Context: an optimization exercise on an open-source flow, tuned for small area, a short achievable clock period and few clock cycles per item. The choices shown serve that exercise and are no tape-out recipe. The RTL was checked by simulation tests, not by an equivalence proof against the original design. Power is estimated from default activity; no workload was simulated.

### flow/design.v
module el2_exu_div_ctl
  (
   input logic           clk,                        
   input logic           rst_l,                      
   input logic           dp_valid,                   
   input logic           dp_unsign,                  
   input logic           dp_rem,                     
   input logic  [31:0]   dividend,                   
   input logic  [31:0]   divisor,                    
   input logic           cancel,                     
   output logic          finish_dly,                 
   output logic [31:0]   out                         
  );
   logic        sv_ff;                  
   logic        it_ff;                  
   logic        fin_ff;                 
   logic [3:0]  cnt_ff;                 
   logic        busy, last;
   logic [31:0] r_ff;                   
   logic [31:0] q_ff;                   
   logic [32:0] b_ff;                   
   logic        rem_ff, neg_ff;         
   assign busy = sv_ff | it_ff;
   assign last = it_ff & (cnt_ff == 4'd0);
   wire  sa = ~dp_unsign & dividend[31];
   wire  sb = ~dp_unsign & divisor[31];
   wire  bz = (divisor == 32'b0);
   wire [31:0] abs_a, abs_b;
   div_cneg_in u_nega (.s(sa), .x(dividend), .y(abs_a));
   div_cneg_in u_negb (.s(sb), .x(divisor),  .y(abs_b));
   wire        q1, d1_co, q2, d2_co;
   wire [31:0] r1, d2;
   div_step34 u_s1 (.en(it_ff), .x({2'b0, r_ff}), .b({1'b0, b_ff}), .q(q1), .co(d1_co), .y(r1));
   div_step33 u_s2 (.en(it_ff), .x({1'b0, r1}), .b({1'b0, b_ff[32:1]}), .q(q2), .co(d2_co), .y(d2));
   wire [31:0] r2_n = busy ? r1 : abs_a;
   wire [31:0] r_next = q2 ? d2 : r2_n;
   wire early = ~d1_co;
   wire [5:0] clza, clzb;
   div_clz32 u_clza (.x(r_ff), .n(clza));
   div_clz32 u_clzb (.x(b_ff[31:0]), .n(clzb));
   wire [5:0]  sdiff = clzb - clza;                     
   wire        bzero = clzb[5];
   wire [3:0]  m     = (bzero | ~sv_ff) ? 4'hf : sdiff[4:1];
   wire [32:0] b_r1  = {b_ff[31:0], b_ff[32]};
   wire [32:0] b_r2  = m[0] ? {b_r1[30:0], b_r1[32:31]} : b_r1;
   wire [32:0] b_r4  = m[1] ? {b_r2[28:0], b_r2[32:29]} : b_r2;
   wire [32:0] b_r8  = m[2] ? {b_r4[24:0], b_r4[32:25]} : b_r4;
   wire [32:0] b_rot = m[3] ? {b_r8[16:0], b_r8[32:17]} : b_r8;
   always_ff @(posedge clk or negedge rst_l) begin
      if (!rst_l) begin
         sv_ff  <= 1'b0;
         it_ff  <= 1'b0;
         fin_ff <= 1'b0;
      end
      else begin
         sv_ff  <= dp_valid & ~cancel;
         it_ff  <= ~cancel & ((sv_ff & ~early) | (it_ff & (cnt_ff != 4'd0)));
         fin_ff <= ~cancel & last;
      end
   end
   always_ff @(posedge clk) begin
      cnt_ff <= sv_ff ? m : cnt_ff - 4'd1;
      r_ff   <= r_next;
      q_ff   <= it_ff ? ((last & rem_ff) ? r_next : {q_ff[29:0], q1, q2}) :
                sv_ff ? 32'b0 : (abs_a & {32{dp_rem}});
      b_ff   <= busy ? b_rot : {1'b0, abs_b};
      if (!busy) begin
         rem_ff <= dp_rem;
         neg_ff <= dp_rem ? sa : (sa ^ sb) & ~bz;
      end
   end
   wire [31:0] ans;
   div_cneg_out u_nego (.s(neg_ff), .x(q_ff), .y(ans));
   assign out        = ans;
   assign finish_dly = ~cancel & (fin_ff | (sv_ff & early));
endmodule  
module div_cneg_in (input logic s, input logic [31:0] x, output logic [31:0] y);
   wire yy_po_l0_1 = x[1] | x[0];
   wire yy_po_l0_3 = x[3] | x[2];
   wire yy_po_l0_5 = x[5] | x[4];
   wire yy_po_l0_7 = x[7] | x[6];
   wire yy_po_l0_9 = x[9] | x[8];
   wire yy_po_l0_11 = x[11] | x[10];
   wire yy_po_l0_13 = x[13] | x[12];
   wire yy_po_l0_15 = x[15] | x[14];
   wire yy_po_l0_17 = x[17] | x[16];
   wire yy_po_l0_19 = x[19] | x[18];
   wire yy_po_l0_21 = x[21] | x[20];
   wire yy_po_l0_23 = x[23] | x[22];
   wire yy_po_l0_25 = x[25] | x[24];
   wire yy_po_l0_27 = x[27] | x[26];
   wire yy_po_l0_29 = x[29] | x[28];
   wire yy_po_l1_2 = x[2] | yy_po_l0_1;
   wire yy_po_l1_3 = yy_po_l0_3 | yy_po_l0_1;
   wire yy_po_l1_6 = x[6] | yy_po_l0_5;
   wire yy_po_l1_7 = yy_po_l0_7 | yy_po_l0_5;
   wire yy_po_l1_10 = x[10] | yy_po_l0_9;
   wire yy_po_l1_11 = yy_po_l0_11 | yy_po_l0_9;
   wire yy_po_l1_14 = x[14] | yy_po_l0_13;
   wire yy_po_l1_15 = yy_po_l0_15 | yy_po_l0_13;
   wire yy_po_l1_18 = x[18] | yy_po_l0_17;
   wire yy_po_l1_19 = yy_po_l0_19 | yy_po_l0_17;
   wire yy_po_l1_22 = x[22] | yy_po_l0_21;
   wire yy_po_l1_23 = yy_po_l0_23 | yy_po_l0_21;
   wire yy_po_l1_26 = x[26] | yy_po_l0_25;
   wire yy_po_l1_27 = yy_po_l0_27 | yy_po_l0_25;
   wire yy_po_l1_30 = x[30] | yy_po_l0_29;
   wire yy_po_l2_4 = x[4] | yy_po_l1_3;
   wire yy_po_l2_5 = yy_po_l0_5 | yy_po_l1_3;
   wire yy_po_l2_6 = yy_po_l1_6 | yy_po_l1_3;
   wire yy_po_l2_7 = yy_po_l1_7 | yy_po_l1_3;
   wire yy_po_l2_12 = x[12] | yy_po_l1_11;
   wire yy_po_l2_13 = yy_po_l0_13 | yy_po_l1_11;
   wire yy_po_l2_14 = yy_po_l1_14 | yy_po_l1_11;
   wire yy_po_l2_15 = yy_po_l1_15 | yy_po_l1_11;
   wire yy_po_l2_20 = x[20] | yy_po_l1_19;
   wire yy_po_l2_21 = yy_po_l0_21 | yy_po_l1_19;
   wire yy_po_l2_22 = yy_po_l1_22 | yy_po_l1_19;
   wire yy_po_l2_23 = yy_po_l1_23 | yy_po_l1_19;
   wire yy_po_l2_28 = x[28] | yy_po_l1_27;
   wire yy_po_l2_29 = yy_po_l0_29 | yy_po_l1_27;
   wire yy_po_l2_30 = yy_po_l1_30 | yy_po_l1_27;
   wire yy_po_l3_8 = x[8] | yy_po_l2_7;
   wire yy_po_l3_9 = yy_po_l0_9 | yy_po_l2_7;
   wire yy_po_l3_10 = yy_po_l1_10 | yy_po_l2_7;
   wire yy_po_l3_11 = yy_po_l1_11 | yy_po_l2_7;
   wire yy_po_l3_12 = yy_po_l2_12 | yy_po_l2_7;
   wire yy_po_l3_13 = yy_po_l2_13 | yy_po_l2_7;
   wire yy_po_l3_14 = yy_po_l2_14 | yy_po_l2_7;
   wire yy_po_l3_15 = yy_po_l2_15 | yy_po_l2_7;
   wire yy_po_l3_24 = x[24] | yy_po_l2_23;
   wire yy_po_l3_25 = yy_po_l0_25 | yy_po_l2_23;
   wire yy_po_l3_26 = yy_po_l1_26 | yy_po_l2_23;
   wire yy_po_l3_27 = yy_po_l1_27 | yy_po_l2_23;
   wire yy_po_l3_28 = yy_po_l2_28 | yy_po_l2_23;
   wire yy_po_l3_29 = yy_po_l2_29 | yy_po_l2_23;
   wire yy_po_l3_30 = yy_po_l2_30 | yy_po_l2_23;
   wire yy_po_l4_16 = x[16] | yy_po_l3_15;
   wire yy_po_l4_17 = yy_po_l0_17 | yy_po_l3_15;
   wire yy_po_l4_18 = yy_po_l1_18 | yy_po_l3_15;
   wire yy_po_l4_19 = yy_po_l1_19 | yy_po_l3_15;
   wire yy_po_l4_20 = yy_po_l2_20 | yy_po_l3_15;
   wire yy_po_l4_21 = yy_po_l2_21 | yy_po_l3_15;
   wire yy_po_l4_22 = yy_po_l2_22 | yy_po_l3_15;
   wire yy_po_l4_23 = yy_po_l2_23 | yy_po_l3_15;
   wire yy_po_l4_24 = yy_po_l3_24 | yy_po_l3_15;
   wire yy_po_l4_25 = yy_po_l3_25 | yy_po_l3_15;
   wire yy_po_l4_26 = yy_po_l3_26 | yy_po_l3_15;
   wire yy_po_l4_27 = yy_po_l3_27 | yy_po_l3_15;
   wire yy_po_l4_28 = yy_po_l3_28 | yy_po_l3_15;
   wire yy_po_l4_29 = yy_po_l3_29 | yy_po_l3_15;
   wire yy_po_l4_30 = yy_po_l3_30 | yy_po_l3_15;
   wire [30:0] yy_po;
   assign yy_po[0] = x[0];
   assign yy_po[1] = yy_po_l0_1;
   assign yy_po[2] = yy_po_l1_2;
   assign yy_po[3] = yy_po_l1_3;
   assign yy_po[4] = yy_po_l2_4;
   assign yy_po[5] = yy_po_l2_5;
   assign yy_po[6] = yy_po_l2_6;
   assign yy_po[7] = yy_po_l2_7;
   assign yy_po[8] = yy_po_l3_8;
   assign yy_po[9] = yy_po_l3_9;
   assign yy_po[10] = yy_po_l3_10;
   assign yy_po[11] = yy_po_l3_11;
   assign yy_po[12] = yy_po_l3_12;
   assign yy_po[13] = yy_po_l3_13;
   assign yy_po[14] = yy_po_l3_14;
   assign yy_po[15] = yy_po_l3_15;
   assign yy_po[16] = yy_po_l4_16;
   assign yy_po[17] = yy_po_l4_17;
   assign yy_po[18] = yy_po_l4_18;
   assign yy_po[19] = yy_po_l4_19;
   assign yy_po[20] = yy_po_l4_20;
   assign yy_po[21] = yy_po_l4_21;
   assign yy_po[22] = yy_po_l4_22;
   assign yy_po[23] = yy_po_l4_23;
   assign yy_po[24] = yy_po_l4_24;
   assign yy_po[25] = yy_po_l4_25;
   assign yy_po[26] = yy_po_l4_26;
   assign yy_po[27] = yy_po_l4_27;
   assign yy_po[28] = yy_po_l4_28;
   assign yy_po[29] = yy_po_l4_29;
   assign yy_po[30] = yy_po_l4_30;
   wire [31:0] yy;
   assign yy[0] = x[0];
   assign yy[31:1] = x[31:1] ^ ({31{s}} & yy_po);
   assign y = yy;
endmodule
module div_cneg_out (input logic s, input logic [31:0] x, output logic [31:0] y);
   wire yy_po_l0_1 = x[1] | x[0];
   wire yy_po_l0_3 = x[3] | x[2];
   wire yy_po_l0_5 = x[5] | x[4];
   wire yy_po_l0_7 = x[7] | x[6];
   wire yy_po_l0_9 = x[9] | x[8];
   wire yy_po_l0_11 = x[11] | x[10];
   wire yy_po_l0_13 = x[13] | x[12];
   wire yy_po_l0_15 = x[15] | x[14];
   wire yy_po_l0_17 = x[17] | x[16];
   wire yy_po_l0_19 = x[19] | x[18];
   wire yy_po_l0_21 = x[21] | x[20];
   wire yy_po_l0_23 = x[23] | x[22];
   wire yy_po_l0_25 = x[25] | x[24];
   wire yy_po_l0_27 = x[27] | x[26];
   wire yy_po_l0_29 = x[29] | x[28];
   wire yy_po_l1_2 = x[2] | yy_po_l0_1;
   wire yy_po_l1_3 = yy_po_l0_3 | yy_po_l0_1;
   wire yy_po_l1_6 = x[6] | yy_po_l0_5;
   wire yy_po_l1_7 = yy_po_l0_7 | yy_po_l0_5;
   wire yy_po_l1_10 = x[10] | yy_po_l0_9;
   wire yy_po_l1_11 = yy_po_l0_11 | yy_po_l0_9;
   wire yy_po_l1_14 = x[14] | yy_po_l0_13;
   wire yy_po_l1_15 = yy_po_l0_15 | yy_po_l0_13;
   wire yy_po_l1_18 = x[18] | yy_po_l0_17;
   wire yy_po_l1_19 = yy_po_l0_19 | yy_po_l0_17;
   wire yy_po_l1_22 = x[22] | yy_po_l0_21;
   wire yy_po_l1_23 = yy_po_l0_23 | yy_po_l0_21;
   wire yy_po_l1_26 = x[26] | yy_po_l0_25;
   wire yy_po_l1_27 = yy_po_l0_27 | yy_po_l0_25;
   wire yy_po_l1_30 = x[30] | yy_po_l0_29;
   wire yy_po_l2_4 = x[4] | yy_po_l1_3;
   wire yy_po_l2_5 = yy_po_l0_5 | yy_po_l1_3;
   wire yy_po_l2_6 = yy_po_l1_6 | yy_po_l1_3;
   wire yy_po_l2_7 = yy_po_l1_7 | yy_po_l1_3;
   wire yy_po_l2_12 = x[12] | yy_po_l1_11;
   wire yy_po_l2_13 = yy_po_l0_13 | yy_po_l1_11;
   wire yy_po_l2_14 = yy_po_l1_14 | yy_po_l1_11;
   wire yy_po_l2_15 = yy_po_l1_15 | yy_po_l1_11;
   wire yy_po_l2_20 = x[20] | yy_po_l1_19;
   wire yy_po_l2_21 = yy_po_l0_21 | yy_po_l1_19;
   wire yy_po_l2_22 = yy_po_l1_22 | yy_po_l1_19;
   wire yy_po_l2_23 = yy_po_l1_23 | yy_po_l1_19;
   wire yy_po_l2_28 = x[28] | yy_po_l1_27;
   wire yy_po_l2_29 = yy_po_l0_29 | yy_po_l1_27;
   wire yy_po_l2_30 = yy_po_l1_30 | yy_po_l1_27;
   wire yy_po_l3_8 = x[8] | yy_po_l2_7;
   wire yy_po_l3_9 = yy_po_l0_9 | yy_po_l2_7;
   wire yy_po_l3_10 = yy_po_l1_10 | yy_po_l2_7;
   wire yy_po_l3_11 = yy_po_l1_11 | yy_po_l2_7;
   wire yy_po_l3_12 = yy_po_l2_12 | yy_po_l2_7;
   wire yy_po_l3_13 = yy_po_l2_13 | yy_po_l2_7;
   wire yy_po_l3_14 = yy_po_l2_14 | yy_po_l2_7;
   wire yy_po_l3_15 = yy_po_l2_15 | yy_po_l2_7;
   wire yy_po_l3_24 = x[24] | yy_po_l2_23;
   wire yy_po_l3_25 = yy_po_l0_25 | yy_po_l2_23;
   wire yy_po_l3_26 = yy_po_l1_26 | yy_po_l2_23;
   wire yy_po_l3_27 = yy_po_l1_27 | yy_po_l2_23;
   wire yy_po_l3_28 = yy_po_l2_28 | yy_po_l2_23;
   wire yy_po_l3_29 = yy_po_l2_29 | yy_po_l2_23;
   wire yy_po_l3_30 = yy_po_l2_30 | yy_po_l2_23;
   wire yy_po_l4_16 = x[16] | yy_po_l3_15;
   wire yy_po_l4_17 = yy_po_l0_17 | yy_po_l3_15;
   wire yy_po_l4_18 = yy_po_l1_18 | yy_po_l3_15;
   wire yy_po_l4_19 = yy_po_l1_19 | yy_po_l3_15;
   wire yy_po_l4_20 = yy_po_l2_20 | yy_po_l3_15;
   wire yy_po_l4_21 = yy_po_l2_21 | yy_po_l3_15;
   wire yy_po_l4_22 = yy_po_l2_22 | yy_po_l3_15;
   wire yy_po_l4_23 = yy_po_l2_23 | yy_po_l3_15;
   wire yy_po_l4_24 = yy_po_l3_24 | yy_po_l3_15;
   wire yy_po_l4_25 = yy_po_l3_25 | yy_po_l3_15;
   wire yy_po_l4_26 = yy_po_l3_26 | yy_po_l3_15;
   wire yy_po_l4_27 = yy_po_l3_27 | yy_po_l3_15;
   wire yy_po_l4_28 = yy_po_l3_28 | yy_po_l3_15;
   wire yy_po_l4_29 = yy_po_l3_29 | yy_po_l3_15;
   wire yy_po_l4_30 = yy_po_l3_30 | yy_po_l3_15;
   wire [30:0] yy_po;
   assign yy_po[0] = x[0];
   assign yy_po[1] = yy_po_l0_1;
   assign yy_po[2] = yy_po_l1_2;
   assign yy_po[3] = yy_po_l1_3;
   assign yy_po[4] = yy_po_l2_4;
   assign yy_po[5] = yy_po_l2_5;
   assign yy_po[6] = yy_po_l2_6;
   assign yy_po[7] = yy_po_l2_7;
   assign yy_po[8] = yy_po_l3_8;
   assign yy_po[9] = yy_po_l3_9;
   assign yy_po[10] = yy_po_l3_10;
   assign yy_po[11] = yy_po_l3_11;
   assign yy_po[12] = yy_po_l3_12;
   assign yy_po[13] = yy_po_l3_13;
   assign yy_po[14] = yy_po_l3_14;
   assign yy_po[15] = yy_po_l3_15;
   assign yy_po[16] = yy_po_l4_16;
   assign yy_po[17] = yy_po_l4_17;
   assign yy_po[18] = yy_po_l4_18;
   assign yy_po[19] = yy_po_l4_19;
   assign yy_po[20] = yy_po_l4_20;
   assign yy_po[21] = yy_po_l4_21;
   assign yy_po[22] = yy_po_l4_22;
   assign yy_po[23] = yy_po_l4_23;
   assign yy_po[24] = yy_po_l4_24;
   assign yy_po[25] = yy_po_l4_25;
   assign yy_po[26] = yy_po_l4_26;
   assign yy_po[27] = yy_po_l4_27;
   assign yy_po[28] = yy_po_l4_28;
   assign yy_po[29] = yy_po_l4_29;
   assign yy_po[30] = yy_po_l4_30;
   wire [31:0] yy;
   assign yy[0] = x[0];
   assign yy[31:1] = x[31:1] ^ ({31{s}} & yy_po);
   assign y = yy;
endmodule
module div_step34 (input logic en, input logic [33:0] x, input logic [33:0] b, output logic q, output logic co, output logic [31:0] y);
   wire [33:0] d_p0 = x ^ ~b;
   wire [33:0] d_g0 = x & ~b;
   wire d_g1_1 = d_g0[1] | (d_p0[1] & (d_g0[0] | d_p0[0]));
   wire d_g1_3 = d_g0[3] | (d_p0[3] & d_g0[2]);
   wire d_p1_3 = d_p0[3] & d_p0[2];
   wire d_g1_5 = d_g0[5] | (d_p0[5] & d_g0[4]);
   wire d_p1_5 = d_p0[5] & d_p0[4];
   wire d_g1_7 = d_g0[7] | (d_p0[7] & d_g0[6]);
   wire d_p1_7 = d_p0[7] & d_p0[6];
   wire d_g1_9 = d_g0[9] | (d_p0[9] & d_g0[8]);
   wire d_p1_9 = d_p0[9] & d_p0[8];
   wire d_g1_11 = d_g0[11] | (d_p0[11] & d_g0[10]);
   wire d_p1_11 = d_p0[11] & d_p0[10];
   wire d_g1_13 = d_g0[13] | (d_p0[13] & d_g0[12]);
   wire d_p1_13 = d_p0[13] & d_p0[12];
   wire d_g1_15 = d_g0[15] | (d_p0[15] & d_g0[14]);
   wire d_p1_15 = d_p0[15] & d_p0[14];
   wire d_g1_17 = d_g0[17] | (d_p0[17] & d_g0[16]);
   wire d_p1_17 = d_p0[17] & d_p0[16];
   wire d_g1_19 = d_g0[19] | (d_p0[19] & d_g0[18]);
   wire d_p1_19 = d_p0[19] & d_p0[18];
   wire d_g1_21 = d_g0[21] | (d_p0[21] & d_g0[20]);
   wire d_p1_21 = d_p0[21] & d_p0[20];
   wire d_g1_23 = d_g0[23] | (d_p0[23] & d_g0[22]);
   wire d_p1_23 = d_p0[23] & d_p0[22];
   wire d_g1_25 = d_g0[25] | (d_p0[25] & d_g0[24]);
   wire d_p1_25 = d_p0[25] & d_p0[24];
   wire d_g1_27 = d_g0[27] | (d_p0[27] & d_g0[26]);
   wire d_p1_27 = d_p0[27] & d_p0[26];
   wire d_g1_29 = d_g0[29] | (d_p0[29] & d_g0[28]);
   wire d_p1_29 = d_p0[29] & d_p0[28];
   wire d_g1_31 = d_g0[31] | (d_p0[31] & d_g0[30]);
   wire d_p1_31 = d_p0[31] & d_p0[30];
   wire d_g1_33 = d_g0[33] | (d_p0[33] & d_g0[32]);
   wire d_p1_33 = d_p0[33] & d_p0[32];
   wire d_g2_3 = d_g1_3 | (d_p1_3 & d_g1_1);
   wire d_g2_7 = d_g1_7 | (d_p1_7 & d_g1_5);
   wire d_p2_7 = d_p1_7 & d_p1_5;
   wire d_g2_11 = d_g1_11 | (d_p1_11 & d_g1_9);
   wire d_p2_11 = d_p1_11 & d_p1_9;
   wire d_g2_15 = d_g1_15 | (d_p1_15 & d_g1_13);
   wire d_p2_15 = d_p1_15 & d_p1_13;
   wire d_g2_19 = d_g1_19 | (d_p1_19 & d_g1_17);
   wire d_p2_19 = d_p1_19 & d_p1_17;
   wire d_g2_23 = d_g1_23 | (d_p1_23 & d_g1_21);
   wire d_p2_23 = d_p1_23 & d_p1_21;
   wire d_g2_27 = d_g1_27 | (d_p1_27 & d_g1_25);
   wire d_p2_27 = d_p1_27 & d_p1_25;
   wire d_g2_31 = d_g1_31 | (d_p1_31 & d_g1_29);
   wire d_p2_31 = d_p1_31 & d_p1_29;
   wire d_g3_7 = d_g2_7 | (d_p2_7 & d_g2_3);
   wire d_g3_15 = d_g2_15 | (d_p2_15 & d_g2_11);
   wire d_p3_15 = d_p2_15 & d_p2_11;
   wire d_g3_23 = d_g2_23 | (d_p2_23 & d_g2_19);
   wire d_p3_23 = d_p2_23 & d_p2_19;
   wire d_g3_31 = d_g2_31 | (d_p2_31 & d_g2_27);
   wire d_p3_31 = d_p2_31 & d_p2_27;
   wire d_g4_15 = d_g3_15 | (d_p3_15 & d_g3_7);
   wire d_g4_31 = d_g3_31 | (d_p3_31 & d_g3_23);
   wire d_p4_31 = d_p3_31 & d_p3_23;
   wire d_g5_31 = d_g4_31 | (d_p4_31 & d_g4_15);
   wire d_g7_23 = d_g3_23 | (d_p3_23 & d_g4_15);
   wire d_g8_11 = d_g2_11 | (d_p2_11 & d_g3_7);
   wire d_g8_19 = d_g2_19 | (d_p2_19 & d_g4_15);
   wire d_g8_27 = d_g2_27 | (d_p2_27 & d_g7_23);
   wire d_g9_5 = d_g1_5 | (d_p1_5 & d_g2_3);
   wire d_g9_9 = d_g1_9 | (d_p1_9 & d_g3_7);
   wire d_g9_13 = d_g1_13 | (d_p1_13 & d_g8_11);
   wire d_g9_17 = d_g1_17 | (d_p1_17 & d_g4_15);
   wire d_g9_21 = d_g1_21 | (d_p1_21 & d_g8_19);
   wire d_g9_25 = d_g1_25 | (d_p1_25 & d_g7_23);
   wire d_g9_29 = d_g1_29 | (d_p1_29 & d_g8_27);
   wire d_g9_33 = d_g1_33 | (d_p1_33 & d_g5_31);
   wire d_g10_2 = d_g0[2] | (d_p0[2] & d_g1_1);
   wire d_g10_4 = d_g0[4] | (d_p0[4] & d_g2_3);
   wire d_g10_6 = d_g0[6] | (d_p0[6] & d_g9_5);
   wire d_g10_8 = d_g0[8] | (d_p0[8] & d_g3_7);
   wire d_g10_10 = d_g0[10] | (d_p0[10] & d_g9_9);
   wire d_g10_12 = d_g0[12] | (d_p0[12] & d_g8_11);
   wire d_g10_14 = d_g0[14] | (d_p0[14] & d_g9_13);
   wire d_g10_16 = d_g0[16] | (d_p0[16] & d_g4_15);
   wire d_g10_18 = d_g0[18] | (d_p0[18] & d_g9_17);
   wire d_g10_20 = d_g0[20] | (d_p0[20] & d_g8_19);
   wire d_g10_22 = d_g0[22] | (d_p0[22] & d_g9_21);
   wire d_g10_24 = d_g0[24] | (d_p0[24] & d_g7_23);
   wire d_g10_26 = d_g0[26] | (d_p0[26] & d_g9_25);
   wire d_g10_28 = d_g0[28] | (d_p0[28] & d_g8_27);
   wire d_g10_30 = d_g0[30] | (d_p0[30] & d_g9_29);
   wire d_g10_32 = d_g0[32] | (d_p0[32] & d_g5_31);
   wire [33:0] d_c = {d_g9_33, d_g10_32, d_g5_31, d_g10_30, d_g9_29, d_g10_28, d_g8_27, d_g10_26, d_g9_25, d_g10_24, d_g7_23, d_g10_22, d_g9_21, d_g10_20, d_g8_19, d_g10_18, d_g9_17, d_g10_16, d_g4_15, d_g10_14, d_g9_13, d_g10_12, d_g8_11, d_g10_10, d_g9_9, d_g10_8, d_g3_7, d_g10_6, d_g9_5, d_g10_4, d_g2_3, d_g10_2, d_g1_1, (d_g0[0] | d_p0[0])};
   wire [33:0] d = d_p0 ^ {d_c[32:0], 1'b1};
   wire d_co = d_c[33];
   assign co = d_co;
   assign q  = en & d_co;
   assign y  = q ? d[31:0] : x[31:0];
endmodule
module div_step33 (input logic en, input logic [32:0] x, input logic [32:0] b, output logic q, output logic co, output logic [31:0] y);
   wire [32:0] d_p0 = x ^ ~b;
   wire [32:0] d_g0 = x & ~b;
   wire d_g1_1 = d_g0[1] | (d_p0[1] & (d_g0[0] | d_p0[0]));
   wire d_g1_3 = d_g0[3] | (d_p0[3] & d_g0[2]);
   wire d_p1_3 = d_p0[3] & d_p0[2];
   wire d_g1_5 = d_g0[5] | (d_p0[5] & d_g0[4]);
   wire d_p1_5 = d_p0[5] & d_p0[4];
   wire d_g1_7 = d_g0[7] | (d_p0[7] & d_g0[6]);
   wire d_p1_7 = d_p0[7] & d_p0[6];
   wire d_g1_9 = d_g0[9] | (d_p0[9] & d_g0[8]);
   wire d_p1_9 = d_p0[9] & d_p0[8];
   wire d_g1_11 = d_g0[11] | (d_p0[11] & d_g0[10]);
   wire d_p1_11 = d_p0[11] & d_p0[10];
   wire d_g1_13 = d_g0[13] | (d_p0[13] & d_g0[12]);
   wire d_p1_13 = d_p0[13] & d_p0[12];
   wire d_g1_15 = d_g0[15] | (d_p0[15] & d_g0[14]);
   wire d_p1_15 = d_p0[15] & d_p0[14];
   wire d_g1_17 = d_g0[17] | (d_p0[17] & d_g0[16]);
   wire d_p1_17 = d_p0[17] & d_p0[16];
   wire d_g1_19 = d_g0[19] | (d_p0[19] & d_g0[18]);
   wire d_p1_19 = d_p0[19] & d_p0[18];
   wire d_g1_21 = d_g0[21] | (d_p0[21] & d_g0[20]);
   wire d_p1_21 = d_p0[21] & d_p0[20];
   wire d_g1_23 = d_g0[23] | (d_p0[23] & d_g0[22]);
   wire d_p1_23 = d_p0[23] & d_p0[22];
   wire d_g1_25 = d_g0[25] | (d_p0[25] & d_g0[24]);
   wire d_p1_25 = d_p0[25] & d_p0[24];
   wire d_g1_27 = d_g0[27] | (d_p0[27] & d_g0[26]);
   wire d_p1_27 = d_p0[27] & d_p0[26];
   wire d_g1_29 = d_g0[29] | (d_p0[29] & d_g0[28]);
   wire d_p1_29 = d_p0[29] & d_p0[28];
   wire d_g1_31 = d_g0[31] | (d_p0[31] & d_g0[30]);
   wire d_p1_31 = d_p0[31] & d_p0[30];
   wire d_g2_3 = d_g1_3 | (d_p1_3 & d_g1_1);
   wire d_g2_7 = d_g1_7 | (d_p1_7 & d_g1_5);
   wire d_p2_7 = d_p1_7 & d_p1_5;
   wire d_g2_11 = d_g1_11 | (d_p1_11 & d_g1_9);
   wire d_p2_11 = d_p1_11 & d_p1_9;
   wire d_g2_15 = d_g1_15 | (d_p1_15 & d_g1_13);
   wire d_p2_15 = d_p1_15 & d_p1_13;
   wire d_g2_19 = d_g1_19 | (d_p1_19 & d_g1_17);
   wire d_p2_19 = d_p1_19 & d_p1_17;
   wire d_g2_23 = d_g1_23 | (d_p1_23 & d_g1_21);
   wire d_p2_23 = d_p1_23 & d_p1_21;
   wire d_g2_27 = d_g1_27 | (d_p1_27 & d_g1_25);
   wire d_p2_27 = d_p1_27 & d_p1_25;
   wire d_g2_31 = d_g1_31 | (d_p1_31 & d_g1_29);
   wire d_p2_31 = d_p1_31 & d_p1_29;
   wire d_g3_7 = d_g2_7 | (d_p2_7 & d_g2_3);
   wire d_g3_15 = d_g2_15 | (d_p2_15 & d_g2_11);
   wire d_p3_15 = d_p2_15 & d_p2_11;
   wire d_g3_23 = d_g2_23 | (d_p2_23 & d_g2_19);
   wire d_p3_23 = d_p2_23 & d_p2_19;
   wire d_g3_31 = d_g2_31 | (d_p2_31 & d_g2_27);
   wire d_p3_31 = d_p2_31 & d_p2_27;
   wire d_g4_15 = d_g3_15 | (d_p3_15 & d_g3_7);
   wire d_g4_31 = d_g3_31 | (d_p3_31 & d_g3_23);
   wire d_p4_31 = d_p3_31 & d_p3_23;
   wire d_g5_31 = d_g4_31 | (d_p4_31 & d_g4_15);
   wire d_g7_23 = d_g3_23 | (d_p3_23 & d_g4_15);
   wire d_g8_11 = d_g2_11 | (d_p2_11 & d_g3_7);
   wire d_g8_19 = d_g2_19 | (d_p2_19 & d_g4_15);
   wire d_g8_27 = d_g2_27 | (d_p2_27 & d_g7_23);
   wire d_g9_5 = d_g1_5 | (d_p1_5 & d_g2_3);
   wire d_g9_9 = d_g1_9 | (d_p1_9 & d_g3_7);
   wire d_g9_13 = d_g1_13 | (d_p1_13 & d_g8_11);
   wire d_g9_17 = d_g1_17 | (d_p1_17 & d_g4_15);
   wire d_g9_21 = d_g1_21 | (d_p1_21 & d_g8_19);
   wire d_g9_25 = d_g1_25 | (d_p1_25 & d_g7_23);
   wire d_g9_29 = d_g1_29 | (d_p1_29 & d_g8_27);
   wire d_g10_2 = d_g0[2] | (d_p0[2] & d_g1_1);
   wire d_g10_4 = d_g0[4] | (d_p0[4] & d_g2_3);
   wire d_g10_6 = d_g0[6] | (d_p0[6] & d_g9_5);
   wire d_g10_8 = d_g0[8] | (d_p0[8] & d_g3_7);
   wire d_g10_10 = d_g0[10] | (d_p0[10] & d_g9_9);
   wire d_g10_12 = d_g0[12] | (d_p0[12] & d_g8_11);
   wire d_g10_14 = d_g0[14] | (d_p0[14] & d_g9_13);
   wire d_g10_16 = d_g0[16] | (d_p0[16] & d_g4_15);
   wire d_g10_18 = d_g0[18] | (d_p0[18] & d_g9_17);
   wire d_g10_20 = d_g0[20] | (d_p0[20] & d_g8_19);
   wire d_g10_22 = d_g0[22] | (d_p0[22] & d_g9_21);
   wire d_g10_24 = d_g0[24] | (d_p0[24] & d_g7_23);
   wire d_g10_26 = d_g0[26] | (d_p0[26] & d_g9_25);
   wire d_g10_28 = d_g0[28] | (d_p0[28] & d_g8_27);
   wire d_g10_30 = d_g0[30] | (d_p0[30] & d_g9_29);
   wire d_g10_32 = d_g0[32] | (d_p0[32] & d_g5_31);
   wire [32:0] d_c = {d_g10_32, d_g5_31, d_g10_30, d_g9_29, d_g10_28, d_g8_27, d_g10_26, d_g9_25, d_g10_24, d_g7_23, d_g10_22, d_g9_21, d_g10_20, d_g8_19, d_g10_18, d_g9_17, d_g10_16, d_g4_15, d_g10_14, d_g9_13, d_g10_12, d_g8_11, d_g10_10, d_g9_9, d_g10_8, d_g3_7, d_g10_6, d_g9_5, d_g10_4, d_g2_3, d_g10_2, d_g1_1, (d_g0[0] | d_p0[0])};
   wire [32:0] d = d_p0 ^ {d_c[31:0], 1'b1};
   wire d_co = d_c[32];
   assign co = d_co;
   assign q  = en & d_co;
   assign y  = d[31:0];
endmodule
module div_clz32 (input logic [31:0] x, output logic [5:0] n);
   wire c_v0_0 = x[1] | x[0];
   wire c_z0_0 = ~x[1];
   wire c_v0_1 = x[3] | x[2];
   wire c_z0_1 = ~x[3];
   wire c_v0_2 = x[5] | x[4];
   wire c_z0_2 = ~x[5];
   wire c_v0_3 = x[7] | x[6];
   wire c_z0_3 = ~x[7];
   wire c_v0_4 = x[9] | x[8];
   wire c_z0_4 = ~x[9];
   wire c_v0_5 = x[11] | x[10];
   wire c_z0_5 = ~x[11];
   wire c_v0_6 = x[13] | x[12];
   wire c_z0_6 = ~x[13];
   wire c_v0_7 = x[15] | x[14];
   wire c_z0_7 = ~x[15];
   wire c_v0_8 = x[17] | x[16];
   wire c_z0_8 = ~x[17];
   wire c_v0_9 = x[19] | x[18];
   wire c_z0_9 = ~x[19];
   wire c_v0_10 = x[21] | x[20];
   wire c_z0_10 = ~x[21];
   wire c_v0_11 = x[23] | x[22];
   wire c_z0_11 = ~x[23];
   wire c_v0_12 = x[25] | x[24];
   wire c_z0_12 = ~x[25];
   wire c_v0_13 = x[27] | x[26];
   wire c_z0_13 = ~x[27];
   wire c_v0_14 = x[29] | x[28];
   wire c_z0_14 = ~x[29];
   wire c_v0_15 = x[31] | x[30];
   wire c_z0_15 = ~x[31];
   wire c_v1_0 = c_v0_1 | c_v0_0;
   wire c_z1_0_0 = c_v0_1 ? c_z0_1 : c_z0_0;
   wire c_v1_1 = c_v0_3 | c_v0_2;
   wire c_z1_1_0 = c_v0_3 ? c_z0_3 : c_z0_2;
   wire c_v1_2 = c_v0_5 | c_v0_4;
   wire c_z1_2_0 = c_v0_5 ? c_z0_5 : c_z0_4;
   wire c_v1_3 = c_v0_7 | c_v0_6;
   wire c_z1_3_0 = c_v0_7 ? c_z0_7 : c_z0_6;
   wire c_v1_4 = c_v0_9 | c_v0_8;
   wire c_z1_4_0 = c_v0_9 ? c_z0_9 : c_z0_8;
   wire c_v1_5 = c_v0_11 | c_v0_10;
   wire c_z1_5_0 = c_v0_11 ? c_z0_11 : c_z0_10;
   wire c_v1_6 = c_v0_13 | c_v0_12;
   wire c_z1_6_0 = c_v0_13 ? c_z0_13 : c_z0_12;
   wire c_v1_7 = c_v0_15 | c_v0_14;
   wire c_z1_7_0 = c_v0_15 ? c_z0_15 : c_z0_14;
   wire c_v2_0 = c_v1_1 | c_v1_0;
   wire c_z2_0_0 = c_v1_1 ? ~c_v0_3 : ~c_v0_1;
   wire c_z2_0_1 = c_v1_1 ? c_z1_1_0 : c_z1_0_0;
   wire c_v2_1 = c_v1_3 | c_v1_2;
   wire c_z2_1_0 = c_v1_3 ? ~c_v0_7 : ~c_v0_5;
   wire c_z2_1_1 = c_v1_3 ? c_z1_3_0 : c_z1_2_0;
   wire c_v2_2 = c_v1_5 | c_v1_4;
   wire c_z2_2_0 = c_v1_5 ? ~c_v0_11 : ~c_v0_9;
   wire c_z2_2_1 = c_v1_5 ? c_z1_5_0 : c_z1_4_0;
   wire c_v2_3 = c_v1_7 | c_v1_6;
   wire c_z2_3_0 = c_v1_7 ? ~c_v0_15 : ~c_v0_13;
   wire c_z2_3_1 = c_v1_7 ? c_z1_7_0 : c_z1_6_0;
   wire c_v3_0 = c_v2_1 | c_v2_0;
   wire c_z3_0_0 = c_v2_1 ? ~c_v1_3 : ~c_v1_1;
   wire c_z3_0_1 = c_v2_1 ? c_z2_1_0 : c_z2_0_0;
   wire c_z3_0_2 = c_v2_1 ? c_z2_1_1 : c_z2_0_1;
   wire c_v3_1 = c_v2_3 | c_v2_2;
   wire c_z3_1_0 = c_v2_3 ? ~c_v1_7 : ~c_v1_5;
   wire c_z3_1_1 = c_v2_3 ? c_z2_3_0 : c_z2_2_0;
   wire c_z3_1_2 = c_v2_3 ? c_z2_3_1 : c_z2_2_1;
   wire c_v4_0 = c_v3_1 | c_v3_0;
   wire c_z4_0_0 = c_v3_1 ? ~c_v2_3 : ~c_v2_1;
   wire c_z4_0_1 = c_v3_1 ? c_z3_1_0 : c_z3_0_0;
   wire c_z4_0_2 = c_v3_1 ? c_z3_1_1 : c_z3_0_1;
   wire c_z4_0_3 = c_v3_1 ? c_z3_1_2 : c_z3_0_2;
   wire [5:0] c = {~c_v4_0, c_v4_0 & ~c_v3_1, c_v4_0 & c_z4_0_0, c_v4_0 & c_z4_0_1, c_v4_0 & c_z4_0_2, c_v4_0 & c_z4_0_3};
   assign n = c;
endmodule
### flow/flow/run.sh
#!/bin/bash
set -euo pipefail
MARGIN=${MARGIN:-6.8}
PORTBUF=${PORTBUF:-sky130_fd_sc_hd__buf_1}
sed -E -e "s/SETUP_SLACK_MARGIN=[^ ]+/SETUP_SLACK_MARGIN=${MARGIN}/" \
       -e "s/CLKGATE_MAP_FILE= /CLKGATE_MAP_FILE= 'BUFFER_PORTS_ARGS=-buffer_cell ${PORTBUF}' /" \
       standard.sh > standard_mod.sh
grep -q "BUFFER_PORTS_ARGS" standard_mod.sh
bash standard_mod.sh > flow.log 2>&1
### flow/standard.sh
#!/bin/bash
# synth_recipe.tcl (not shown) runs the flow's synth.tcl, then flattens the netlist and writes it again
# the make line also repeats each setting of config.mk as NAME=value (left out here)
make -C /OpenROAD-flow-scripts/flow DESIGN_CONFIG=/design/flow/config.mk WORK_HOME=/design/flow/orfs CLKGATE_MAP_FILE= SYNTH_SCRIPT=/design/flow/synth_recipe.tcl "${@:-finish}"
### flow/config.mk
export PLATFORM = sky130hd
export DESIGN_NAME = el2_exu_div_ctl
export DESIGN_NICKNAME = el2_exu_div_ctl
export VERILOG_FILES = /design/flow/design.v
export SDC_FILE = /design/flow/constraint.sdc
export NUM_CORES = 8
export LEC_CHECK = 0
export CAP_MARGIN = 40
export CORE_MARGIN = 2
export CORE_UTILIZATION = 40
export SETUP_SLACK_MARGIN = 5
export SLEW_MARGIN = 40
export SYNTH_HIERARCHICAL = 1
export SYNTH_MINIMUM_KEEP_SIZE = 0
### flow/constraint.sdc
create_clock -name core_clock -period 12.0 [get_ports {clk}]
set_input_delay 2.4000 -clock core_clock [delete_from_list [all_inputs] [get_ports {clk}]]
set_output_delay 2.4000 -clock core_clock [all_outputs]
set_load 0.01 [all_outputs]
==> results of run 1 <==
## stage by stage
step,cells,power (mW),setup slack [ns]
3_3_place_gp,2011,3.757,6.029
3_5_place_dp,2014,3.825,6.150
4_1_cts,2048,4.220,6.808
6_report,2063,4.437,6.802
2_1_floorplan,1586,3.085,7.031
5_1_grt,2063,4.814,6.651
## critical path, stage by stage, from the launching register on
cell,delay (ns)
dfxtp_2,0.37
inv_4,0.04
ha_4,0.15
fa_2,0.36
nand2b_4,0.16
a21oi_4,0.16
o211ai_1,0.11
buf_4,0.16
a31oi_4,0.26
nor3_2,0.08
o21ai_2,0.19
inv_1,0.08
a21oi_2,0.12
nor2_1,0.05
buf_2,0.14
## flip-flops by register name, indices dropped and copies added (netlist names)
register,count
r_ff,32
q_ff,32
rem_ff,1
it_ff,1
b_ff,33
neg_ff,1
sv_ff,1
cnt_ff,4
fin_ff,1
## power breakdown
part / total [mW] / switching, mW / internal (mW) / leakage [nW]
Combinational: 3.32 / 1.91 / 1.40 / 4.81
Clock: 0.301 / 0.157 / 0.143 / 0.134
Sequential: 0.820 / 0.304 / 0.516 / 0.915
## worst max-delay path by stage
stage	from	endpoint	slack (ns)	cells past startpoint
global placement	b_ff[27]	q_ff[0]	6.03	21
finish	r_ff[0]	finish_dly	6.80	14
global route	r_ff[0]	finish_dly	6.65	14
CTS	b_ff[3]	q_ff[27]	6.81	25
detailed placement	b_ff[27]	q_ff[27]	6.15	24
floorplan	cancel	finish_dly	7.03	1
## cell type report
type,instances,area (µm²),share of cell area (%)
tap,402,503.0,3.480
timing repair buffer,151,809.5,5.601
clock buffer,9,225.2,1.558
sequential,106,2252,15.58
multi-input combinational,1269,10160,70.30
inverter,120,452.9,3.134
clock inverter,6,50.05,0.3463
## routing by layer
metal / part of all wire [%] / vias up
met2: 44 / 400
met1: 48 / 5851
met4: 3.0 / 0
met5: 0 / -
met3: 4.6 / 58
li1: - / 5867
## what timing repair did
item	in CTS	in global routing
setup endpoints to repair	65	66
resized for setup	57	62
buffers inserted	18	13
cloned	1	2
pin swaps	7	19
## layout by cell type (no fill, tap or decap), types with 39 or more instances in the layout
cell	instances
o21ai_0	73
buf_4	41
inv_1	119
ha_1	62
nor2_1	59
xnor2_1	109
dfxtp_1	67
nand2_1	243
mux2i_1	77
buf_1	101
a21oi_1	39
==> metrics.yaml, run 1 <==
cells_and_area:
  drive_gt1_share_pct: 18.30
  nFillCells: 3150
  stdcell_area_um2: 14450
  fin_nets: 1829
  num_antenna_cells: 0
  area_growth_pct: 12.21
  final_core_util_pct: 45.68
clock_network:
  cts.clk_slew.worst_paths_ns: 0.08
  insertion_delay_ns: 0.36
  cts-htree-levels: 3
  cts_tree: "yes"
  cts_buffer_depth: 2
  postCtsHoldBufs: 0
  cts.sinks: 106
  root_buffer: "clkbuf_16"
  cts_made_buffers: 9
worst_hold_path:
  worstHoldPathCells: 1
  hold_start: "cnt_ff[0]"
  hold_path_class: "reg -> reg"
  holdPathEnd: "cnt_ff[0]"
die:
  core.rowCount: 65
  die_y_um: 183.4
  core_um2: 31640
  initial_utilization_pct: 40.71
  dieArea_um2: 33650
  die_x_um: 183.4
  io_pins: 103
critical_path:
  cp-start-kind: "flop"
  r2r_end: "q_ff[26]"
  r2r_cells: 24
  cp_max_fo: 3
  endpoint_kind: "output port"
  arrival_ns: 2.80
  r2r_slack_ns: 6.96
  critical_path_class: "reg -> out"
  cp.required_ns: 9.60
  timing.rr.start: "r_ff[0]"
outcome:
  status: "no timing/DRC/antenna violations"
drt:
  drc: 0
  routed_wl_mm: 40.71
  first_iter_violations: 1142
  drtPass1Iterations: 5
  avgViaCountPerCell: 5.902
  via_count: 12180
  ant_nets: 0
  wl_per_cell_um: 19.73
global_route:
  antenna_found_initial: 1
  grt_pass1_vias: 11400
  grt_max_degree: 77
  overflow: 0
  grt_use_met2_pct: 36.78
  met1_usage_pct: 33.56
  grt_use_total_pct: 23.52
  grt_pass1_wl_mm: 62.91
  busiest_layer: "met2"
  met3_usage_pct: 2.476
placement:
  gp_congestion: 0.8993
  dp_hpwl_mm: 29.74
  io_buffers: 102
  place_area_um2: 13510
logic_synthesis:
  avgSynthCellArea_um2: 8.141
  yosysWarningCount: 7
  syn-cell-area_um2: 12880
  netlist_instances: 1582
sta:
  clock-skew-final_ns: 0.01591
  hold_viol: 0
  worstMarginPinSlew_ns: 0.7813
  hold_slack_ns: 0.4671
  drv_slew: 0
  rsz0062_at_grt: "yes"
  setup_viol_count_final: 0
  fin_tns_setup_ns: 0
  post-route-min-period_ns: 5.198
  fin_crit_sh_pct: 43.32
  fmax_mhz: 192.4
  max-slew-margin-rel_pct: 47.85
flow_run:
  cap_violations: 0
power:
  p_leak_nw: 5.860
  power_density_nw_per_um2: 307.0
  vdd_drop_max_mv: 0.2243
Testbench counts, summed over its fixed seeds: cycles 18,134, items 3,200.
==> run 2: changes to the inputs <==
--- a/flow/config.mk
+++ b/flow/config.mk
@@ -6,4 +6,5 @@
 export NUM_CORES = 8
 export LEC_CHECK = 0
+export ABC_AREA = 1
 export CAP_MARGIN = 40
 export CORE_MARGIN = 2
==> run 2 against run 1 <==
Compared with the run above:
- power shrank 19%
- global-route usage grew 0.64 points
- still clean on timing, DRC and antenna
- critical path depth shrank 11
- cell area up 1.4%
- utilization down 2.2 points
- via count grew 19%
- die area grew 6.4%
==> metrics.yaml, run 2 <==
critical_path:
  crit_start: "cancel"  # was r_ff[0]
  cp.required_ns: 9.60  # about the same
  endpoint_kind: "output port"  # unchanged
  arrival_ns: 2.74  # was 2.80 ns
  cp-start-kind: "input port"  # was flop
  timing.rr.start: "r_ff[7]"  # was r_ff[0]
  r2r_slack_ns: 7.17  # was 6.96 ns
  cp_max_fo: 4  # was 3
  critical_path_class: "in -> out"  # was reg -> out
sta:
  worstMarginPinSlew_ns: 0.7786  # was 0.7813 ns
  fmax_mhz: 194.5  # was 192.4 MHz
  setup_viol_count_final: 0  # unchanged
  drv_slew: 0  # unchanged
  max-slew-margin-rel_pct: 47.97  # was 47.85%
  fin_tns_setup_ns: 0  # unchanged
  fin_crit_sh_pct: 42.85  # was 43.32%
  post-route-min-period_ns: 5.141  # was 5.198 ns
  hold_viol: 0  # unchanged
  clock-skew-final_ns: 0.01245  # was 0.01591 ns
  rsz0062_at_grt: "yes"  # unchanged
clock_network:
  cts_buffer_depth: 2  # unchanged
  insertion_delay_ns: 0.37  # was 0.36 ns
  cts.sinks: 106  # unchanged
  cts_made_buffers: 9  # unchanged
  cts.clk_slew.worst_paths_ns: 0.08  # about the same
  root_buffer: "clkbuf_16"  # unchanged
  cts-htree-levels: 3  # unchanged
  cts_tree: "yes"  # unchanged
cells_and_area:
  multi_input_area_um2: 9886  # was 10160 µm²
  fin_nets: 2550  # was 1829
  layout_common_cells: "nand2_1, inv_1, nand3_1"  # was nand2_1, inv_1, xnor2_1
  top_regs: "b_ff (33), q_ff (32), r_ff (32)"  # unchanged
  area_growth_pct: 6.764  # was 12.21%
  top_register: "b_ff"  # unchanged
  nFillCells: 3701  # was 3150
  instances_no_fill: 2831  # was 2063
  drive_gt1_share_pct: 8.770  # was 18.30%
  stdcell_area_um2: 14650  # was 14450 µm²
  final_common_cell: "nand2_1"  # unchanged
  largest_reg_flops: 33  # unchanged
  regArea_um2: 2183  # was 2252 µm²
  num_antenna_cells: 0  # unchanged
die:
  io_pins: 103  # unchanged
  die_x_um: 189.2  # was 183.4 µm
  die_y_um: 189.2  # was 183.4 µm
  initial_utilization_pct: 40.73  # was 40.71%
  dieArea_um2: 35810  # was 33650 µm²
  core.rowCount: 67  # was 65
  core_um2: 33700  # was 31640 µm²
drt:
  routed_wl_mm: 43.06  # was 40.71 mm
  ant_nets: 0  # unchanged
  drc: 0  # unchanged
  drtPass1Iterations: 5  # unchanged
  avgViaCountPerCell: 5.103  # was 5.902
  first_iter_violations: 1312  # was 1142
  via_count: 14450  # was 12.18k
  wl_per_cell_um: 15.21  # was 19.73 µm
logic_synthesis:
  netlist_instances: 2343  # was 1582
  syn-cell-area_um2: 13720  # was 12880 µm²
  avgSynthCellArea_um2: 5.858  # was 8.141 µm²
  yosysWarningCount: 7  # unchanged
outcome:
  status: "no timing/DRC/antenna violations"  # unchanged
power:
  vdd_drop_max_mv: 0.1110  # was 0.2243 mV
  p_leak_nw: 7.668  # was 5.860 nW
  power_density_nw_per_um2: 244.9  # was 307.0 nW/µm²
placement:
  place_area_um2: 14190  # was 13510 µm²
  gp_congestion: 0.9345  # was 0.8993
  dp_hpwl_mm: 33.77  # was 29.74 mm
  io_buffers: 102  # unchanged
  post-place-cells: 2807  # was 2014
global_route:
  overflow: 0  # unchanged
  grt_max_degree: 67  # was 77
  grt_pass1_wl_mm: 69.96  # was 62.91 mm
  antenna_found_initial: 1  # unchanged
  grt_use_total_pct: 24.16  # was 23.52%
  grt_pass1_vias: 13250  # was 11.40k
worst_hold_path:
  hold_path_class: "reg -> reg"  # unchanged
  hold_start: "q_ff[18]"  # was cnt_ff[0]
flow_run:
  cap_violations: 0  # unchanged
## run 2: changes by cell type in the layout (fill, tap and decap cells not counted), moves of 32 or more
| cell | change |
|---|---|
| nand2_1 | +589 |
| nand3_1 | +224 |
| inv_1 | +178 |
| nor2_1 | +92 |
| xnor2_1 | -87 |
| mux2i_1 | -77 |
| a21oi_1 | +61 |
| nand2_2 | +40 |
| a32oi_1 | -32 |
## run 2: repair_timing
item | in CTS | in global routing
hold buffers | 0 | 0
gates cloned | 1 | 1
setup endpoints to repair | 33 | 65
pin swaps | 1 | 6
resized for setup | 5 | 32
buffers inserted | 3 | 3
## run 2: critical path: stages
cell	delay, ns
clkbuf_2	0.11
nor2_1	0.09
buf_2	0.14
## run 2: metrics by stage
stage	total power, mW	hold slack (ns)	worst slack, ns	utilization [%]
2_1_floorplan	2.609	0.4918	7.031	-
3_3_place_gp	3.180	0.5126	6.427	42.09
3_5_place_dp	3.203	0.5322	6.614	42.10
4_1_cts	3.547	0.5507	6.824	43.19
5_1_grt	3.995	0.5816	6.798	43.48
6_report	3.589	0.5408	6.859	43.48
## run 2: area by class of cell
type	count	area share, %
Clock inverter	5	0.2989
Inverter	315	8.146
Tap cell	448	3.825
Multi-Input combinational cell	1827	67.47
Sequential cell	106	14.90
Clock buffer	11	1.725
Timing Repair Buffer	119	3.638
## run 2: where the power goes
group | total, mW | internal (mW) | switching [mW]
Clock | 0.308 | 0.156 | 0.152
Combinational | 2.59 | 0.926 | 1.67
Sequential | 0.687 | 0.472 | 0.216
Total | 3.59 | 1.55 | 2.04
## run 2: path summary, 6_finish.rpt
kind                                    to  cells past startpoint
max in group asynchronous            it_ff                      1
worst min register to register    q_ff[20]                      2
worst max-delay path            finish_dly                      3
min in group asynchronous           fin_ff                      1
worst min-delay path              q_ff[20]                      2
worst max register to register    q_ff[30]                     36
## run 2: routing by layer
layer  track usage [%]  up-vias  part of all wire [%]
li1                  -     7403                     -
met1             33.92     6517                    47
met2             39.38      469                    45
met3             2.391       55                   5.8
met4             6.649        2                   2.6
met5                 0        -                 0.030
==> run 3: changes to the inputs <==
--- a/flow/flow/run.sh
+++ b/flow/flow/run.sh
@@ -1,5 +1,5 @@
 #!/bin/bash
 set -euo pipefail
-MARGIN=${MARGIN:-6.8}
+MARGIN=${MARGIN:-6.6}
 PORTBUF=${PORTBUF:-sky130_fd_sc_hd__buf_1}
 sed -E -e "s/SETUP_SLACK_MARGIN=[^ ]+/SETUP_SLACK_MARGIN=${MARGIN}/" \
==> run 3 against run 2 <==
Compared with the run above:
- clock power hardly changed
- utilization fell by 0.17 points
- count of clock-buffer cells in the layout stayed put
- combinational power about the same
- power down 0.47%
- hold slack worse by 0.0010 ns
- first-iteration DRC count down 6.6%
- non-clock buffer count is 2 lower
- die area did not move
- critical path depth is the same
- synthesized area unchanged
- clock skew fell by 0.0010 ns
==> metrics.yaml, run 3 <==
cells_and_area:
  final_common_cell: "nand2_1"  # unchanged
  area_growth_pct: 6.336  # was 6.764%
  instances_no_fill: 2830  # was 2831
  stdcell_area_um2: 14590  # was 14650 µm²
  top_register: "b_ff"  # unchanged
  num_antenna_cells: 0  # unchanged
  top_regs: "b_ff (33), q_ff (32), r_ff (32)"  # unchanged
  layout_common_cells: "nand2_1, inv_1, nand3_1"  # unchanged
  drive_gt1_share_pct: 7.809  # was 8.770%
  largest_reg_flops: 33  # unchanged
  final_core_util_pct: 43.31  # was 43.48%
  fin_nets: 2549  # was 2550
sta:
  hold_viol: 0  # unchanged
  rsz0062_at_grt: "no"  # was yes
  hold_slack_ns: 0.5398  # was 0.5408 ns
  drv_slew: 0  # unchanged
  setup_viol_count_final: 0  # unchanged
  fin_crit_sh_pct: 43.39  # was 42.85%
  clock-skew-final_ns: 0.01143  # was 0.01245 ns
  setup_slack_ns: 6.794  # was 6.859 ns
  fmax_mhz: 192.1  # was 194.5 MHz
  post-route-min-period_ns: 5.206  # was 5.141 ns
  max-slew-margin-rel_pct: 48.26  # was 47.97%
  fin_tns_setup_ns: 0  # unchanged
  worstMarginPinSlew_ns: 0.7743  # was 0.7786 ns
clock_network:
  cts_buffer_depth: 2  # unchanged
  root_buffer: "clkbuf_16"  # unchanged
  cts_made_buffers: 9  # unchanged
  cts-htree-levels: 3  # unchanged
  cts.clk_slew.worst_paths_ns: 0.08  # about the same
  cts_tree: "yes"  # unchanged
  cts.sinks: 106  # unchanged
  insertion_delay_ns: 0.37  # about the same
flow_run:
  cap_violations: 0  # unchanged
critical_path:
  r2r_cells: 33  # was 36
  cp_top_family: "buffers and inverters"  # unchanged
  cp.required_ns: 9.60  # about the same
  timing.rr.start: "r_ff[0]"  # was r_ff[7]
  critical_path_class: "in -> out"  # unchanged
  crit_cells: 3  # unchanged
  cp-start-kind: "input port"  # unchanged
  cp_num_buf_inv: 2  # unchanged
  endpoint_kind: "output port"  # unchanged
  path_common_cell: "buf_1"
  path_cells: "buf_1 -> nor2_1 -> buf_1"  # was clkbuf_2 -> nor2_1 -> buf_2
  crit_start: "cancel"  # unchanged
  critical-path-slowest-cell: "buf_1"  # was buf_2
  r2r_end: "q_ff[2]"  # was q_ff[30]
  arrival_ns: 2.81  # was 2.74 ns
  r2r_slack_ns: 7.08  # was 7.17 ns
  endpoint: "finish_dly"  # unchanged
  cpPeakStageDelay_ns: 0.17  # was 0.14 ns
  cp_max_fo: 4  # unchanged
placement:
  io_buffers: 102  # unchanged
  place_ws_ns: 6.614  # unchanged
  dp_hpwl_mm: 33.77  # unchanged
  post-place-cells: 2807  # unchanged
  gp_congestion: 0.9345  # unchanged
  place_area_um2: 14190  # unchanged
power:
  comb_power_share_pct: 72.2  # was 72.3%
  switching_share_pct: 57.07  # was 56.71%
  p_leak_nw: 7.652  # was 7.668 nW
  vdd_drop_max_mv: 0.1130  # was 0.1110 mV
  power_switching_mw: 2.039  # was 2.036 mW
  sequentialPowerShare_pct: 19.1  # was 19.2%
  power_density_nw_per_um2: 244.8  # was 244.9 nW/µm²
  p_int_mw: 1.534  # was 1.553 mW
  finalPower_mw: 3.572  # was 3.589 mW
  clockPowerShare_pct: 8.7  # was 8.6%
drt:
  wl_per_cell_um: 15.28  # was 15.21 µm
  ant_nets: 0  # unchanged
  avgViaCountPerCell: 5.114  # was 5.103
  drtPass1Iterations: 5  # unchanged
  via_count: 14470  # was 14.45k
  drc: 0  # unchanged
  routed_wl_mm: 43.25  # was 43.06 mm
  first_iter_violations: 1226  # was 1312
global_route:
  grt_pass1_wl_mm: 69.63  # was 69.96 mm
  overflow: 0  # unchanged
  antenna_found_initial: 1  # unchanged
  grt_pass1_vias: 13210  # was 13.25k
  grt_use_total_pct: 23.99  # was 24.16%
  grt_max_degree: 67  # unchanged
die:
  dieArea_um2: 35810  # unchanged
  die_x_um: 189.2  # unchanged
  core.rowCount: 67  # unchanged
  core_um2: 33700  # unchanged
  initial_utilization_pct: 40.73  # unchanged
  die_y_um: 189.2  # unchanged
  io_pins: 103  # unchanged
logic_synthesis:
  netlist_instances: 2343  # unchanged
  avgSynthCellArea_um2: 5.858  # unchanged
  yosysWarningCount: 7  # unchanged
  syn-cell-area_um2: 13720  # unchanged
worst_hold_path:
  worstHoldPathCells: 2  # unchanged
  hold_path_class: "reg -> reg"  # unchanged
outcome:
  status: "no timing/DRC/antenna violations"  # unchanged
==> run 3: what timing repair did <==
action                                  in CTS  in global routing
hold endpoints to repair                     0                  0
pin swaps                                    0                  2
resized for setup                            2                 12
setup buffers                                0                  4
endpoints found under the setup margin       3                 65
cloned                                       0                  3
hold buffers                                 0                  0
==> run 3: how the worst min path moves through the flow <==
stage                   start        end  slack (ns)
detailed placement  cnt_ff[0]  cnt_ff[0]        0.53
floorplan           cnt_ff[0]  cnt_ff[0]        0.49
global placement    cnt_ff[0]  cnt_ff[0]        0.51
finish               q_ff[18]   q_ff[20]        0.54
CTS                  q_ff[18]   q_ff[20]        0.55
global route          q_ff[3]    q_ff[5]        0.58
==> run 3: layout make-up <==
cell class | instances | area [µm²]
Tap cell | 448 | 560.5
Clock inverter | 5 | 43.79
Clock buffer | 11 | 252.7
Multi-Input combinational cell | 1828 | 9874
Fill cell | 3700 | 19110
Inverter | 315 | 1194
Timing Repair Buffer | 117 | 503.0
Sequential cell | 106 | 2166
==> run 3: tightest hold or removal path, stage by stage (launching register included) <==
cell and delay, ns:
dfxtp_1 0.35, nand2_1 0.08, o211ai_1 0.07
==> run 3: power groups by stage <==
stage / Clock [mW] / Sequential (mW) / Combinational (mW)
2_1_floorplan: 0 / 0.592 / 2.02
5_1_grt: 0.328 / 0.702 / 2.94
3_3_place_gp: 0 / 0.682 / 2.50
6_report: 0.310 / 0.683 / 2.58
4_1_cts: 0.314 / 0.677 / 2.54
3_5_place_dp: 0 / 0.683 / 2.52
==> run 3: metal layers <==
layer / part of all wire [%] / vias up / global-route usage, %
met5: 0.030 / - / 0
met4: 2.8 / 2 / 6.649
li1: - / 7415 / -
met3: 5.1 / 54 / 2.391
met2: 44 / 446 / 38.90
met1: 48 / 6555 / 33.83
==> run 4: changes to the inputs <==
--- a/flow/flow/run.sh
+++ b/flow/flow/run.sh
@@ -1,5 +1,5 @@
 #!/bin/bash
 set -euo pipefail
-MARGIN=${MARGIN:-6.6}
+MARGIN=${MARGIN:-6.4}
 PORTBUF=${PORTBUF:-sky130_fd_sc_hd__buf_1}
 sed -E -e "s/SETUP_SLACK_MARGIN=[^ ]+/SETUP_SLACK_MARGIN=${MARGIN}/" \
==> run 4 against run 3 <==
Compared with the run above:
- setup slack worse by 0.045 ns
- global-route usage hardly changed
- clock skew is 0.0018 ns higher
- die area stayed put
- synthesized cell count stayed put
- still clean on timing, DRC and antenna
- critical path depth is 15 higher
- non-clock buffer count is 4 lower
- clock power hardly changed
==> metrics.yaml, run 4 <==
die:
  io_pins: 103  # unchanged
  dieArea_um2: 35810  # unchanged
  initial_utilization_pct: 40.73  # unchanged
  die_x_um: 189.2  # unchanged
  die_y_um: 189.2  # unchanged
  core_um2: 33700  # unchanged
  core.rowCount: 67  # unchanged
logic_synthesis:
  yosysWarningCount: 7  # unchanged
  netlist_instances: 2343  # unchanged
  avgSynthCellArea_um2: 5.858  # unchanged
  syn-cell-area_um2: 13720  # unchanged
critical_path:
  r2r_slack_ns: 6.96  # was 7.08 ns
  endpoint_kind: "output port"  # unchanged
  critical_path_class: "reg -> out"  # was in -> out
  cp_num_buf_inv: 3  # was 2
  cp_top_family: "simple AND/OR/NAND/NOR gates"  # was buffers and inverters
  crit_cells: 18  # was 3
  path_cells: "inv_1 -> ha_1 -> fa_1 -> inv_1 -> nand2_1 -> nand2_1 -> nand3_1 -> nand2_2 -> nand2_2 -> nand2_2 -> nand2_1 -> nand2_1 -> nand2_2 -> nand2_8 -> nor2_1 -> nor2_1 -> nor2_1 -> buf_1"  # was buf_1 -> nor2_1 -> buf_1
  cp-start-kind: "flop"  # was input port
  cpPeakStageDelay_ns: 0.38  # was 0.17 ns
  cp.required_ns: 9.60  # about the same
  cp_max_fo: 36  # was 4
  r2r_cells: 33  # unchanged
  arrival_ns: 2.85  # was 2.81 ns
  critical-path-slowest-cell: "dfxtp_1"  # was buf_1
cells_and_area:
  drive_gt1_share_pct: 7.365  # was 7.809%
  nFillCells: 3706  # was 3700
  area_growth_pct: 5.825  # was 6.336%
  layout_common_cells: "nand2_1, inv_1, nand3_1"  # unchanged
  final_common_cell: "nand2_1"  # unchanged
  largest_reg_flops: 33  # unchanged
  num_antenna_cells: 0  # unchanged
  stdcell_area_um2: 14520  # was 14590 µm²
  top_regs: "b_ff (33), q_ff (32), r_ff (32)"  # unchanged
  fin_nets: 2543  # was 2549
  final_core_util_pct: 43.10  # was 43.31%
  top_register: "b_ff"  # unchanged
power:
  finalPower_mw: 3.553  # was 3.572 mW
  vdd_drop_max_mv: 0.1130  # about the same
  p_leak_nw: 7.610  # was 7.652 nW
  power_density_nw_per_um2: 244.6  # was 244.8 nW/µm²
clock_network:
  cts_buffer_depth: 2  # unchanged
  insertion_delay_ns: 0.37  # about the same
  cts_made_buffers: 9  # unchanged
  cts_setup_buffers: 0  # unchanged
  cts_tree: "yes"  # unchanged
  cts.sinks: 106  # unchanged
  ctsResizeCount: 0  # was 2
  cts.clk_slew.worst_paths_ns: 0.08  # about the same
  postCtsHoldBufs: 0  # unchanged
  cts-htree-levels: 3  # unchanged
  root_buffer: "clkbuf_16"  # unchanged
drt:
  ant_nets: 0  # unchanged
  avgViaCountPerCell: 5.155  # was 5.114
  via_count: 14560  # was 14.47k
  wl_per_cell_um: 15.19  # was 15.28 µm
  routed_wl_mm: 42.89  # was 43.25 mm
  drtPass1Iterations: 6  # was 5
  drc: 0  # unchanged
  first_iter_violations: 1300  # was 1226
global_route:
  overflow: 0  # unchanged
  grt_max_degree: 67  # unchanged
  grt_pass1_wl_mm: 69.62  # was 69.63 mm
  grt_pass1_vias: 13190  # was 13.21k
  grt_use_total_pct: 23.99  # about the same
  antenna_found_initial: 1  # unchanged
placement:
  gp_congestion: 0.9345  # unchanged
  place_area_um2: 14190  # unchanged
  io_buffers: 102  # unchanged
  dp_hpwl_mm: 33.77  # unchanged
  place_ws_ns: 6.614  # unchanged
sta:
  worstMarginPinSlew_ns: 0.7678  # was 0.7743 ns
  rsz0062_at_grt: "no"  # unchanged
  hold_viol: 0  # unchanged
  setup_slack_ns: 6.749  # was 6.794 ns
  fin_crit_sh_pct: 43.76  # was 43.39%
  fmax_mhz: 190.4  # was 192.1 MHz
  drv_slew: 0  # unchanged
  clock-skew-final_ns: 0.01319  # was 0.01143 ns
  max-slew-margin-rel_pct: 48.69  # was 48.26%
  setup_viol_count_final: 0  # unchanged
  fin_tns_setup_ns: 0  # unchanged
  post-route-min-period_ns: 5.251  # was 5.206 ns
worst_hold_path:
  worstHoldPathCells: 2  # unchanged
  hold_path_class: "reg -> reg"  # unchanged
flow_run:
  cap_violations: 0  # unchanged
outcome:
  status: "no timing/DRC/antenna violations"  # unchanged
-- run 4: worst paths after layout --
check	startpoint	endpoint
max in group asynchronous	rst_l	it_ff
setup reg to reg	r_ff[0]	q_ff[2]
hold / removal	q_ff[3]	q_ff[5]
hold reg to reg	q_ff[3]	q_ff[5]
setup / recovery	r_ff[0]	finish_dly
min in group asynchronous	rst_l	fin_ff
-- run 4: worst register-to-register path: cells and delay by family (launching register included) --
family	cells	cell delay, ns
simple gates	17	1.62
fa+ha+maj	4	1.18
compound gates	6	0.92
buf+inv	5	0.73
flops	1	0.38
xor+xnor	1	0.15
-- run 4: power by group --
group          internal, mW  leakage, nW  switching (mW)
Clock                 0.156        0.149           0.152
Combinational         0.902         6.56            1.66
Sequential            0.465        0.904           0.217
Total                  1.52         7.61            2.03
-- run 4: final cells by class --
| class | count | area, µm² | area share, % |
|---|---|---|---|
| repair buffers | 113 | 469.2 | 3.231 |
| inverters | 315 | 1191 | 8.201 |
| multi-input cells | 1826 | 9847 | 67.80 |
| well taps | 448 | 560.5 | 3.859 |
| clock inverters | 5 | 43.79 | 0.3015 |
| clock buffers | 11 | 252.7 | 1.740 |
| flip-flops and latches | 106 | 2160 | 14.87 |
-- run 4: metal layers --
layer	up-vias	GRT usage (%)	share of wire, %
li1	7396	-	-
met1	6586	33.83	47
met2	506	38.87	44
met3	68	2.391	5.7
met4	2	6.649	2.9
met5	-	0	0.030
-- run 4: through the flow --
stage	instances	hold slack (ns)
global placement	2807	0.5126
CTS	2823	0.5507
detailed placement	2807	0.5322
floorplan	2347	0.4918
global route	2824	0.5816
finish	2824	0.5423

## separate check: timing with driven ports
No port has a modelled driver above. Below, the same layouts with a new extraction and two added sets of constraints. Step 1 sets driving cells, clkbuf_16 on the clock port and buf_2 on the other inputs (assumed; they add their load-dependent delay and slew). Step 2 times the ports against the registers' clock, not the clock port: input delays grow and output delays shrink by t, the midpoint of the rising clock arrivals with the driver on. a / b / c = no drivers / after step 1 / after step 2; a / b = the first two.
run | t, ns | slack for setup (ns) | hold WS [ns] | clock arrival spread, ns
run 1 | 0.399 | 6.802 / 6.755 / 6.809 | 0.467 / 0.467 / 0.467 | 0.016 / 0.016
run 2 | 0.413 | 6.859 / 6.837 / 6.837 | 0.541 / 0.541 / 0.541 | 0.012 / 0.012
run 3 | 0.414 | 6.794 / 6.773 / 6.773 | 0.540 / 0.540 / 0.540 | 0.012 / 0.012
run 4 | 0.411 | 6.749 / 6.697 / 6.764 | 0.542 / 0.542 / 0.542 | 0.013 / 0.013
After both steps every run listed still meets setup and hold. For run 2, which loses most, drivers alone change the setup slack by -0.022 ns; drivers and shift together by -0.022 ns.
